Source: an optimization exercise on an open RTL-to-GDS flow (aim: small area). Production flows keep margins and buffers that such runs may drop.
Function was checked by simulation only, so behaviour that the tests miss may differ from the original.

--- config.mk ---
export PLATFORM = sky130hd
export DESIGN_NAME = PE_array
export DESIGN_NICKNAME = PE_array
export VERILOG_FILES = /design/flow/design.v
export SDC_FILE = /design/flow/constraint.sdc
export NUM_CORES = 4
export LEC_CHECK = 0
export CAP_MARGIN = 20
export CORE_MARGIN = 2
export CORE_UTILIZATION = 40
export SLEW_MARGIN = 20
--- constraint.sdc ---
create_clock -name core_clock -period 8.0 [get_ports {clk}]
set_input_delay 1.6000 -clock core_clock [delete_from_list [all_inputs] [get_ports {clk}]]
set_output_delay 1.6000 -clock core_clock [all_outputs]
set_load 0.01 [all_outputs]
--- design.v ---
module PE #(
	parameter DATA_WIDTH = 16
) (
	input                           clk          ,
	input                           rst_n        ,
	input                           reset_pe     ,
	input                           write_out_en ,
	input      [DATA_WIDTH - 1 : 0] top_in       ,
	input      [DATA_WIDTH - 1 : 0] left_in      ,
	input      [DATA_WIDTH - 1 : 0] mac_in       ,
	output reg [DATA_WIDTH - 1 : 0] bottom_out   ,
	output reg [DATA_WIDTH - 1 : 0] right_out    ,
	output reg [DATA_WIDTH - 1 : 0] mac_out
);
	reg  [DATA_WIDTH - 1 : 0] result ;
	wire [DATA_WIDTH - 1 : 0] mult   ;
	always @(posedge clk or negedge rst_n) begin
		if (!rst_n) begin
			result     <= {DATA_WIDTH{1'b0}} ;
			bottom_out <= {DATA_WIDTH{1'b0}} ;
			right_out  <= {DATA_WIDTH{1'b0}} ;
			mac_out    <= {DATA_WIDTH{1'b0}} ;
		end
		else begin
			result     <= (reset_pe) ? {DATA_WIDTH{1'b0}} : (mult + result) ;  
			bottom_out <= top_in                                            ;
			right_out  <= left_in                                           ;
			mac_out    <= (write_out_en) ? mac_in : result                  ;
		end
	end
	assign mult = $signed(top_in) * $signed(left_in) ;
endmodule
module PE_array #(
    parameter DATA_WIDTH    = 16 , 
    parameter SYSTOLIC_SIZE = 8
) (
    input                                       clk          ,
    input                                       rst_n        ,
    input                                       reset_pe     ,
    input                                       write_out_en ,
    input  [SYSTOLIC_SIZE * DATA_WIDTH - 1 : 0] wgt_in       ,
    input  [SYSTOLIC_SIZE * DATA_WIDTH - 1 : 0] ifm_in       ,
    output [SYSTOLIC_SIZE * DATA_WIDTH - 1 : 0] ofm_out
);
    wire [SYSTOLIC_SIZE * SYSTOLIC_SIZE * DATA_WIDTH - 1 : 0] right_out  ;  
    wire [SYSTOLIC_SIZE * SYSTOLIC_SIZE * DATA_WIDTH - 1 : 0] bottom_out ;
    wire [SYSTOLIC_SIZE * SYSTOLIC_SIZE * DATA_WIDTH - 1 : 0] mac_out    ;
    genvar i, j;
    generate
        for (i = 0; i < SYSTOLIC_SIZE; i = i + 1) begin : row
            for (j = 0; j < SYSTOLIC_SIZE; j = j + 1) begin : col
                PE #(.DATA_WIDTH (DATA_WIDTH)) pe_inst (
                    .clk          ( clk                                                                                                                                ) ,
                    .rst_n        ( rst_n                                                                                                                              ) ,
                    .write_out_en ( write_out_en                                                                                                                       ) , 
                    .reset_pe     ( reset_pe                                                                                                                           ) ,
                    .top_in       ( (i == 0                ) ? wgt_in [j*DATA_WIDTH +: DATA_WIDTH] : bottom_out [((i-1)*SYSTOLIC_SIZE + j) * DATA_WIDTH +: DATA_WIDTH] ) ,
                    .left_in      ( (j == 0                ) ? ifm_in [i*DATA_WIDTH +: DATA_WIDTH] : right_out  [(i*SYSTOLIC_SIZE + (j-1)) * DATA_WIDTH +: DATA_WIDTH] ) ,
                    .mac_in       ( (j == SYSTOLIC_SIZE - 1) ? {DATA_WIDTH{1'b0}}                  : mac_out    [(i*SYSTOLIC_SIZE + (j+1)) * DATA_WIDTH +: DATA_WIDTH] ) ,
                    .bottom_out   ( bottom_out [(i*SYSTOLIC_SIZE + j) * DATA_WIDTH +: DATA_WIDTH]                                                                      ) ,
                    .right_out    ( right_out  [(i*SYSTOLIC_SIZE + j) * DATA_WIDTH +: DATA_WIDTH]                                                                      ) ,
                    .mac_out      ( mac_out    [(i*SYSTOLIC_SIZE + j) * DATA_WIDTH +: DATA_WIDTH]                                                                      )
                );
            end
        end
    endgenerate
    generate
        for (i = 0; i < SYSTOLIC_SIZE; i = i + 1) begin : ofm
            assign ofm_out[i*DATA_WIDTH +: DATA_WIDTH] = mac_out[i*SYSTOLIC_SIZE*DATA_WIDTH +: DATA_WIDTH] ;
        end
    endgenerate
endmodule
--- run.sh ---
#!/bin/bash
# synth_recipe.tcl (not shown) runs the flow's synth.tcl, then flattens the netlist and writes it again
# the make line also repeats each setting of config.mk as NAME=value (left out here)
make -C /OpenROAD-flow-scripts/flow DESIGN_CONFIG=/design/flow/config.mk WORK_HOME=/design/flow/orfs CLKGATE_MAP_FILE= SYNTH_SCRIPT=/design/flow/synth_recipe.tcl finish
==> summary.txt <==
-- flip-flops by register name, summed over array words and instances, names as in the netlist --
name                        flops
row.col.pe_inst.bottom_out    896
row.col.pe_inst.mac_out      1024
row.col.pe_inst.result       1024
row.col.pe_inst.right_out     896
-- layer usage --
metal	share of wire (%)	vias up
li1	-	122058
met1	43	141033
met2	49	6305
met3	4.6	1806
met4	3.5	20
met5	0.011	-
-- final timing paths --
kind                                                      start                                    to  slack (ps)  cells past startpoint
max                                                  ifm_in[65]      row[4].col[0].pe_inst.result[15]        1540                     20
min                        row[5].col[1].pe_inst.bottom_out[15]  row[6].col[1].pe_inst.bottom_out[15]         380                      0
max reg2reg                  row[5].col[0].pe_inst.right_out[1]      row[5].col[1].pe_inst.result[15]        1670                     19
min reg2reg                row[5].col[1].pe_inst.bottom_out[15]  row[6].col[1].pe_inst.bottom_out[15]         380                      0
max in group asynchronous                                 rst_n      row[7].col[5].pe_inst.result[10]        5570                      3
min in group asynchronous                                 rst_n       row[3].col[3].pe_inst.result[2]         510                      1
-- logic make-up after synthesis --
| family | synth area share [%] |
|---|---|
| flip-flops | 23.1 |
| buffers and inverters | 11.2 |
| XOR/XNOR | 5.96 |
| multiplexers | 2.43 |
| AO/OA/AOI/OAI | 2.67 |
| AND/OR/NAND/NOR | 13.2 |
| adder cells (fa/ha/maj) | 41.4 |
-- metrics by stage --
stage               hold slack [ps]
floorplan                       349
global placement                372
detailed placement              372
CTS                             385
global route                    404
finish                          381
-- layout make-up --
class / instances / area [sq um] / share of cell area (%)
Antenna cell: 41 / 103 / 0.0228
Timing Repair Buffer: 599 / 6010 / 1.34
Clock inverter: 239 / 3030 / 0.674
Tap cell: 13724 / 17200 / 3.82
Multi-Input combinational cell: 25813 / 273000 / 60.7
Inverter: 11015 / 41300 / 9.20
Sequential cell: 3840 / 96100 / 21.4
Clock buffer: 589 / 12800 / 2.85
-- synth_stat cells, types with 2 or more instances --
library cell	number	area, sq um
nor4b_1	47	412
o211ai_1	47	353
a221oi_1	9	78.8
nand3_1	68	340
nor2b_1	509	3180
a211oi_1	51	383
o21ai_0	284	1420
xnor2_1	1829	16000
and2_1	5184	32400
nand2b_1	153	957
a211o_1	4	35.0
ha_1	4224	52900
fa_1	5952	119000
a31oi_1	99	619
buf_1	2	7.51
xor2_1	666	5830
and4_1	63	552
buf_2	54	270
nor2_1	786	2950
xnor3_1	128	2880
a32oi_1	31	272
a311o_1	31	310
o41ai_1	21	184
o31ai_1	4	30.0
a21oi_1	479	2400
a41o_1	4	40.0
nor4_1	43	269
o21bai_1	8	60.1
a21o_1	505	3790
nand2_1	3423	12800
o311a_1	62	621
nor3_1	62	310
nor4bb_1	9	90.1
mux2_2	896	10100
nor2b_2	37	324
o21a_1	23	173
nand2_2	44	275
buf_4	129	968
clkbuf_1	1017	3820
dfrtp_1	3840	96100
a211oi_2	26	325
inv_1	11015	41300
==> summary.txt <==
- Worst Path Arrival: 7410 ps
- Met3 Usage GRT: 2.55%
- Largest net degree at the start of global routing: 169
- # setup viols final: 0
- Final ANT Viol Nets: 0
- Rel. slew slack: a little under a third
- TritonCTS buffer count: 460
- CP top delay family: adder cells
- Tightest Hold Check Type: flip-flop to flip-flop
- Worst Path Buf+Inv: 5
- Commonest non-fill, non-tap cell in the layout: inv_1
- CTS resizes: 0
- EDFF count, synth: 0
- DIE HEIGHT: 1020 microns
- DRC errors left: 0
- Worst slew pin tran: 1030 ps
- Root buf cell: clkbuf_16
- Min Clock Period, post-route: 6460 ps
- Setup TNS: 0 ps
- Grt met1 use: about 29%
- Port Buffer Count: 387
- Drt pass-1 iters: 6
- CTS clk-pin slew, worst paths: roughly 60 ps
- CP Capture Type: flip-flop
- Via count: 271222
- Synthesized net count: 52306
- Worst EP required: 8950 ps
- Main flop type after synthesis: dfrtp_1
- First-pass GRT wire length: about 1800000 microns
- Worst-Skew Late Latency: 1080 ps
- Syn. warnings: 1
- Period utilization: 80.8%
- Die Wd: 1020 microns
- M2 GR Usage: 37.7%
- Critical Path, Cell by Cell: clkdlybuf4s50_1 > and2_1 > fa_1 > inv_1 > fa_1 > fa_1 > fa_1 > inv_1 > fa_1 > inv_1 > fa_1 > inv_1 > ha_1 > a21o_1 > a21o_1 > a21oi_1 > nor2b_1 > a211oi_1 > xnor2_1 > nor2_1
- Crit-path most repeated cell: fa_1
- Initial antenna violation count: 87
- Max-cap violation count: 0
- Post-CTS Hold Fix Bufs: 0
- Placed insts: 54991
- Core Box Area: 1040000 sq um
- Cell Area, Synth: slightly above 400000 sq um
- Crit-path slowest cell: clkdlybuf4s50_1
- Post-synth ARST share: 100%
- Filler instances: 99196
- Core Util, Final: 43.4%
- DP HPWL: between 800000 and 900000 microns
- Routed vias/inst: ~4.9
- Gp weighted congestion: 0.895
- Die ar.: 1050000 sq um
- GRT Util Overall: 21.8%
- Average size of a mapped cell: 9.92 sq um
- Final hold vios: 0
- Post-DR wirelength/cell: 20.0 microns
- Synth unique cells: 44
- Non-Filler Instances: 55860
- Post-route cell area: 449000 sq um
- Most Crowded Layer GR: met2
- Peak Freq: 155 MHz
- Dpl cell area: ~430000 sq um
- Cells after Synth: 41870
- Setup WS post-layout: 1540 ps
- Core Rows: 374
- Vias in the first global route: 303340
- Clock sinks: approximately 3800
- Initial core utilization: 40.1%
- Crit path kind: input port to flip-flop
- Status: complete, no violations
- Area growth syn-to-layout: 8.20%
- I/O pin count: approximately 390
- Most frequent cells in the layout: inv_1 (11015), fa_1 (5952), and2_1 (5184)
- Setup bufs post-CTS: 0
- Layout Nets: 52165
- Crit path largest cell delay: 700 ps
- Grt total ovfl: 0
- Final clock skew: 66.4 ps
- Share of cells above drive strength 1: under 10%
- Setup WS pre-CTS: 482 ps
- Htree depth: 5
- Yosys reg bits: 3840
- Seq/Total Area, Yosys: 23.1%
- DR iter-0 viols: 15077
- Drt total wl: 1110000 microns
- CTS tree: yes
- Slew Viols, Final: 0
- Setup repair after global routing missed its margin: false
- CTS max path bufs: 5
- Crit Path Max Fanout: 16
- Startpoint Class: input port

static timing again, ports no longer ideal:
Ports are ideal in the flow. The routed layout listed here was re-timed in OpenROAD.
Step 1: set_driving_cell puts a clkbuf_16 on clk and a buf_2 on each other input, an assumption about the parent block.
Step 2 also shifts input and output timing later by t, the mid clock arrival at the registers, as if the neighbouring blocks saw the same clock.
a / b / c = ideal / step 1 / step 2; a / b = the first two.
t (ns): 1.202
slack for setup (ns): 1.539 / 1.654 / 0.452
worst setup path at the end: input to register
slew at the worst register clock pin (ns): 0.07 / 0.07
pins driven straight from the clock port: 1
After both steps setup and hold are still met in this run. The setup slack of this run moves by +0.115 ns with the drivers and by -1.087 ns with both steps.
